This design comes from an exercise in tuning for small area, a short achievable clock period and few clock cycles on the open sky130 flow, not from production work. Only simulation tests tie the RTL to the original design; equivalence was not proved. Power and IR drop assume default switching activity.

==> flow/design.v (excerpt) <==
module huffman(clk, reset, gray_valid, CNT_valid,  gray_data, CNT1, CNT2, CNT3, CNT4, CNT5, CNT6,
    code_valid, HC1, HC2, HC3, HC4, HC5, HC6, M1, M2, M3, M4, M5, M6);
Size in the first run: about 1100 cells after synthesis, roughly 160 I/O pins, ~0.0088 mm² of cells after synthesis.
Settings: LEC_CHECK=0, CAP_MARGIN=20, CORE_MARGIN=2, CORE_UTILIZATION=40, CTS_BUF_LIST=sky130_fd_sc_hd__clkbuf_8, CTS_CLUSTER_DIAMETER=60, CTS_CLUSTER_SIZE=30, PLACE_DENSITY=0.6, SETUP_SLACK_MARGIN=2.3, SLEW_MARGIN=20; clock period 4.5 ns.
standard.sh (not shown) runs the stock make flow with config.mk's settings and CLKGATE_MAP_FILE= SYNTH_SCRIPT=/design/flow/synth_recipe.tcl, a recipe that flattens the netlist after the stock synthesis.
==> flow/flow/run.sh <==
#!/bin/bash
# Standard layout, but with the smallest buffer on the ports.
set -euo pipefail
sed 's|"\${@:-finish}"|BUFFER_PORTS_ARGS="-buffer_cell sky130_fd_sc_hd__buf_1" "${@:-finish}"|' standard.sh > my_standard.sh
bash my_standard.sh > flow.log 2>&1
Testbench counts at the start, summed over its fixed seeds: cycles 38,400.
Edit:
CTS_CLUSTER_DIAMETER = unset   (was 60)
CTS_CLUSTER_SIZE = unset   (was 30)
SETUP_SLACK_MARGIN = 2.0   (was 2.3)
=> Flip-flop and latch count is unchanged; global-route usage climbs by 0.17 points; clock power barely changes; utilization came out lower by 0.86 points; power stays flat; die area is unchanged.
Edit:
CORE_UTILIZATION = 70   (was 40)
PLACE_DENSITY = 0.8   (was 0.6)
SETUP_SLACK_MARGIN = 2.3   (was 2.0)
The new run produced a clean layout.
Die area went down by well over a third.
Cell area is about the same.
Combinational power rises by a few percent.
Power is lower by a few percent.
Edit:
CORE_UTILIZATION = 40   (was 70)
PLACE_DENSITY = 0.6   (was 0.8)
SETUP_SLACK_MARGIN = 2.4   (was 2.3)
Effect: The changed run finished clean; final area went up by 3.2%; cell count went up by 8.9%; wire length increases by 10%; synthesized area stays the same; non-clock buffer count came out higher by 9.
Edit:
SETUP_SLACK_MARGIN = 1.7   (was 2.4)
=>
- global-route usage hardly moves
- non-clock buffer count drops by 13
- flip-flop and latch count is unchanged
- setup slack loses 0.47 ns
- core utilization drops by 1.5 points
- via count fell by 1.2%
- worst hold slack degrades by 0.021 ns
- count of clock-buffer cells in the layout rose by 1

* * *

The RTL this note starts from:
==> flow/design.v <==
module huffman(clk, reset, gray_valid, CNT_valid,  gray_data, CNT1, CNT2, CNT3, CNT4, CNT5, CNT6,
    code_valid, HC1, HC2, HC3, HC4, HC5, HC6, M1, M2, M3, M4, M5, M6);
input clk;
input reset;
input gray_valid;
input [7:0] gray_data;
output reg CNT_valid;
output [7:0] CNT1, CNT2, CNT3, CNT4, CNT5, CNT6;
output reg code_valid;
output [7:0] HC1, HC2, HC3, HC4, HC5, HC6;
output [7:0] M1, M2, M3, M4, M5, M6;
reg [6:0] W1, W2, W3, W4, W5;
reg [6:0] V;
reg [6:0] amount;    
reg [5:1] ptr [0:5];
reg [4:0] hc [0:5];
reg [4:0] m [0:5];
assign CNT1 = {1'b0, W5};
assign CNT2 = {1'b0, V};
assign CNT3 = {1'b0, W1};
assign CNT4 = {1'b0, W2};
assign CNT5 = {1'b0, W3};
assign CNT6 = {1'b0, W4};
assign HC1 = {3'b0, hc[0]};
assign HC2 = {3'b0, hc[1]};
assign HC3 = {3'b0, hc[2]};
assign HC4 = {3'b0, hc[3]};
assign HC5 = {3'b0, hc[4]};
assign HC6 = {3'b0, hc[5]};
assign M1 = {3'b0, m[0][4:1], 1'b1};
assign M2 = {3'b0, m[1][4:1], 1'b1};
assign M3 = {3'b0, m[2][4:1], 1'b1};
assign M4 = {3'b0, m[3][4:1], 1'b1};
assign M5 = {3'b0, m[4][4:1], 1'b1};
assign M6 = {3'b0, m[5][4:1], 1'b1};
reg counting, sorting, merging;
reg [4:1] U;
reg ph;              
reg [5:1] Tr;
wire last_sort = sorting & !U[1];
wire last_merge = merging & !U[1];
wire cmp_cycle = (sorting | merging) & !ph;
wire ins_cycle = (sorting | merging) & ph;
wire drop = merging & cmp_cycle;
function lt7;
    input [6:0] a, b;
    reg [6:0] l, g;
    begin
        l = ~a & b;
        g = a & ~b;
        lt7 = l[6] | ~g[6] & (l[5] | ~g[5] & (l[4] | ~g[4] & (l[3] | ~g[3] &
              (l[2] | ~g[2] & (l[1] | ~g[1] & l[0])))));
    end
endfunction
wire lt1 = lt7(W1, V);
wire lt2 = lt7(W2, V);
wire lt3 = lt7(W3, V);
wire lt4 = lt7(W4, V);
wire lt5 = lt7(W5, V);
wire [5:1] Tc;
assign Tc[1] = merging ? lt2 : (lt1 | U[1]);
assign Tc[2] = merging ? lt3 : (lt2 | U[2]);
assign Tc[3] = merging ? lt4 : (lt3 | U[3]);
assign Tc[4] = merging ? lt5 : (lt4 | U[4]);
assign Tc[5] = !merging & lt5;
wire [6:1] T = {1'b0, Tr};
wire [6:0] D = 7'd127;    
function [6:0] pick;
    input up, here;
    input [6:0] w1, w0, v;
    pick = here ? v : up ? w1 : w0;
endfunction
wire [2:0] sym = gray_data[2:0];
wire take = counting & gray_valid;
reg selw2, selv;
wire [6:0] vnext = W1 + (({7{selw2}} & W2) | ({7{selv}} & V));
always @(posedge clk) begin
    if (reset) begin
        amount <= 7'd0;
        counting <= 1'b1;
        sorting <= 1'b0;
        merging <= 1'b0;
        U <= 4'b1111;
        ph <= 1'b0;
        CNT_valid <= 1'b0;
        code_valid <= 1'b0;
        V <= 7'd0;
        W1 <= 7'd0; W2 <= 7'd0; W3 <= 7'd0; W4 <= 7'd0; W5 <= 7'd0;
    end else begin
        CNT_valid <= take && amount == 7'd99;
        code_valid <= last_merge;
        if (take) amount <= amount + 7'd1;
        if (take && amount == 7'd99) begin
            counting <= 1'b0;
            sorting <= 1'b1;
        end
        if (ins_cycle & last_sort) begin
            sorting <= 1'b0;
            merging <= 1'b1;
        end
        if (last_merge) merging <= 1'b0;
        ph <= cmp_cycle & !last_merge;
        if (ins_cycle) U <= last_sort ? 4'b1111 : {1'b0, U[4:2]};
        if (take) begin
            if (sym == 3'd1) W5 <= W5 + 7'd1;
            if (sym == 3'd2) V  <= V  + 7'd1;
            if (sym == 3'd3) W1 <= W1 + 7'd1;
            if (sym == 3'd4) W2 <= W2 + 7'd1;
            if (sym == 3'd5) W3 <= W3 + 7'd1;
            if (sym == 3'd6) W4 <= W4 + 7'd1;
        end
        if (drop) begin
            W1 <= W2; W2 <= W3; W3 <= W4; W4 <= W5; W5 <= D;
        end
        if (ins_cycle) begin
            W1 <= pick(T[2], T[1] & !T[2], W2, W1, V);
            W2 <= pick(T[3], T[2] & !T[3], W3, W2, V);
            W3 <= pick(T[4], T[3] & !T[4], W4, W3, V);
            W4 <= pick(T[5], T[4] & !T[5], W5, W4, V);
            W5 <= pick(1'b0, T[5],         D,  W5, V);
            V <= vnext;
        end
    end
end
wire sum_next = merging | last_sort;
always @(posedge clk) begin
    Tr <= Tc;
    selw2 <= sum_next & Tc[2];
    selv <= sum_next & !Tc[2];
end
integer s;
always @(posedge clk) begin
    if (counting) begin
        ptr[0] <= 5'b11111;
        ptr[1] <= 5'b00000;
        ptr[2] <= 5'b00001;
        ptr[3] <= 5'b00011;
        ptr[4] <= 5'b00111;
        ptr[5] <= 5'b01111;
    end else if (drop) begin
        for (s = 0; s < 6; s = s + 1)
            ptr[s] <= {1'b0, ptr[s][5:2]};
    end else if (ins_cycle) begin
        for (s = 0; s < 6; s = s + 1)
            ptr[s] <= !ptr[s][1] ? T[5:1] : ptr[s] & ({1'b0, ptr[s][5:2]} | ~T[5:1]);
    end
end
always @(posedge clk) begin
    if (counting) begin
        for (s = 0; s < 6; s = s + 1) begin
            hc[s] <= 5'd0;
            m[s] <= 5'd0;
        end
    end else if (drop) begin
        for (s = 0; s < 6; s = s + 1) begin
            if (!ptr[s][2]) begin
                m[s] <= {m[s][3:0], 1'b1};
                hc[s] <= hc[s] | (({m[s][3:0], 1'b1} & ~m[s]) & {5{!ptr[s][1]}});
            end
        end
    end
end
endmodule
==> flow/config.mk <==
export PLATFORM = sky130hd
export DESIGN_NAME = huffman
export DESIGN_NICKNAME = huffman
export VERILOG_FILES = /design/flow/design.v
export SDC_FILE = /design/flow/constraint.sdc
export NUM_CORES = 4
export LEC_CHECK = 0
export CAP_MARGIN = 20
export CORE_MARGIN = 2
export CORE_UTILIZATION = 60
export CTS_BUF_LIST = sky130_fd_sc_hd__clkbuf_8
export PLACE_DENSITY = 0.75
export SETUP_SLACK_MARGIN = 2.5
export SLEW_MARGIN = 20
==> flow/constraint.sdc <==
create_clock -name core_clock -period 4.5 [get_ports {clk}]
set_input_delay 0.9000 -clock core_clock [delete_from_list [all_inputs] [get_ports {clk}]]
set_output_delay 0.9000 -clock core_clock [all_outputs]
set_load 0.01 [all_outputs]
Scripts as last shown in full above: flow/flow/run.sh
Testbench counts at the start, summed over its fixed seeds: cycles 38,400.
Rerun with:
- CORE_UTILIZATION: 60 -> 40
- PLACE_DENSITY: 0.75 -> 0.6
Synthesized cell count stays the same.
Area after synthesis is unchanged.
Die area rises by 48%.
Register-to-register slack improved by 20 ps.
Worst setup slack improves by 18 ps.
Non-clock buffer count rose by 10.

-- static timing again, ports no longer ideal --
How much do the figures lean on ideal ports? The routed layouts below were timed once more, with nothing changed but the port constraints. Step 1, drivers: a clkbuf_16 drives clk and a buf_2 each remaining input, both assumed. Step 2 also shifts input and output timing later by t, the mid clock arrival at the registers, as if the neighbouring blocks saw the same clock. Three values: ideal ports, drivers, drivers and shift; two values: the first two.
| run | shift t [ns] | setup slack, ns | slew at the worst register clock pin (ns) | worst slew at a driven data input, ns |
|---|---|---|---|---|
| the first run of note 1 | 0.480 | 2.356 / 2.356 / 1.915 | 0.09 / 0.09 | 0.06 |
| the second run of note 1 | 0.494 | 2.097 / 2.061 / 1.691 | 0.10 / 0.10 | 0.04 |
| the third run of note 1 | 0.510 | 2.330 / 2.303 / 1.914 | 0.09 / 0.09 | 0.04 |
| the fourth run of note 1 | 0.490 | 2.363 / 2.363 / 1.907 | 0.10 / 0.10 | 0.03 |
| the fifth run of note 1 | 0.495 | 1.894 / 1.894 / 1.693 | 0.10 / 0.10 | 0.04 |
| the first run of note 2 | 0.494 | 2.423 / 2.423 / 2.044 | 0.09 / 0.09 | 0.06 |
| the second run of note 2 | 0.503 | 2.441 / 2.424 / 2.019 | 0.10 / 0.10 | 0.05 |
After both steps setup and hold are still met in every run listed. For the fourth run of note 1, which loses most, drivers alone change the setup slack by 0.000 ns; drivers and shift together by -0.456 ns.
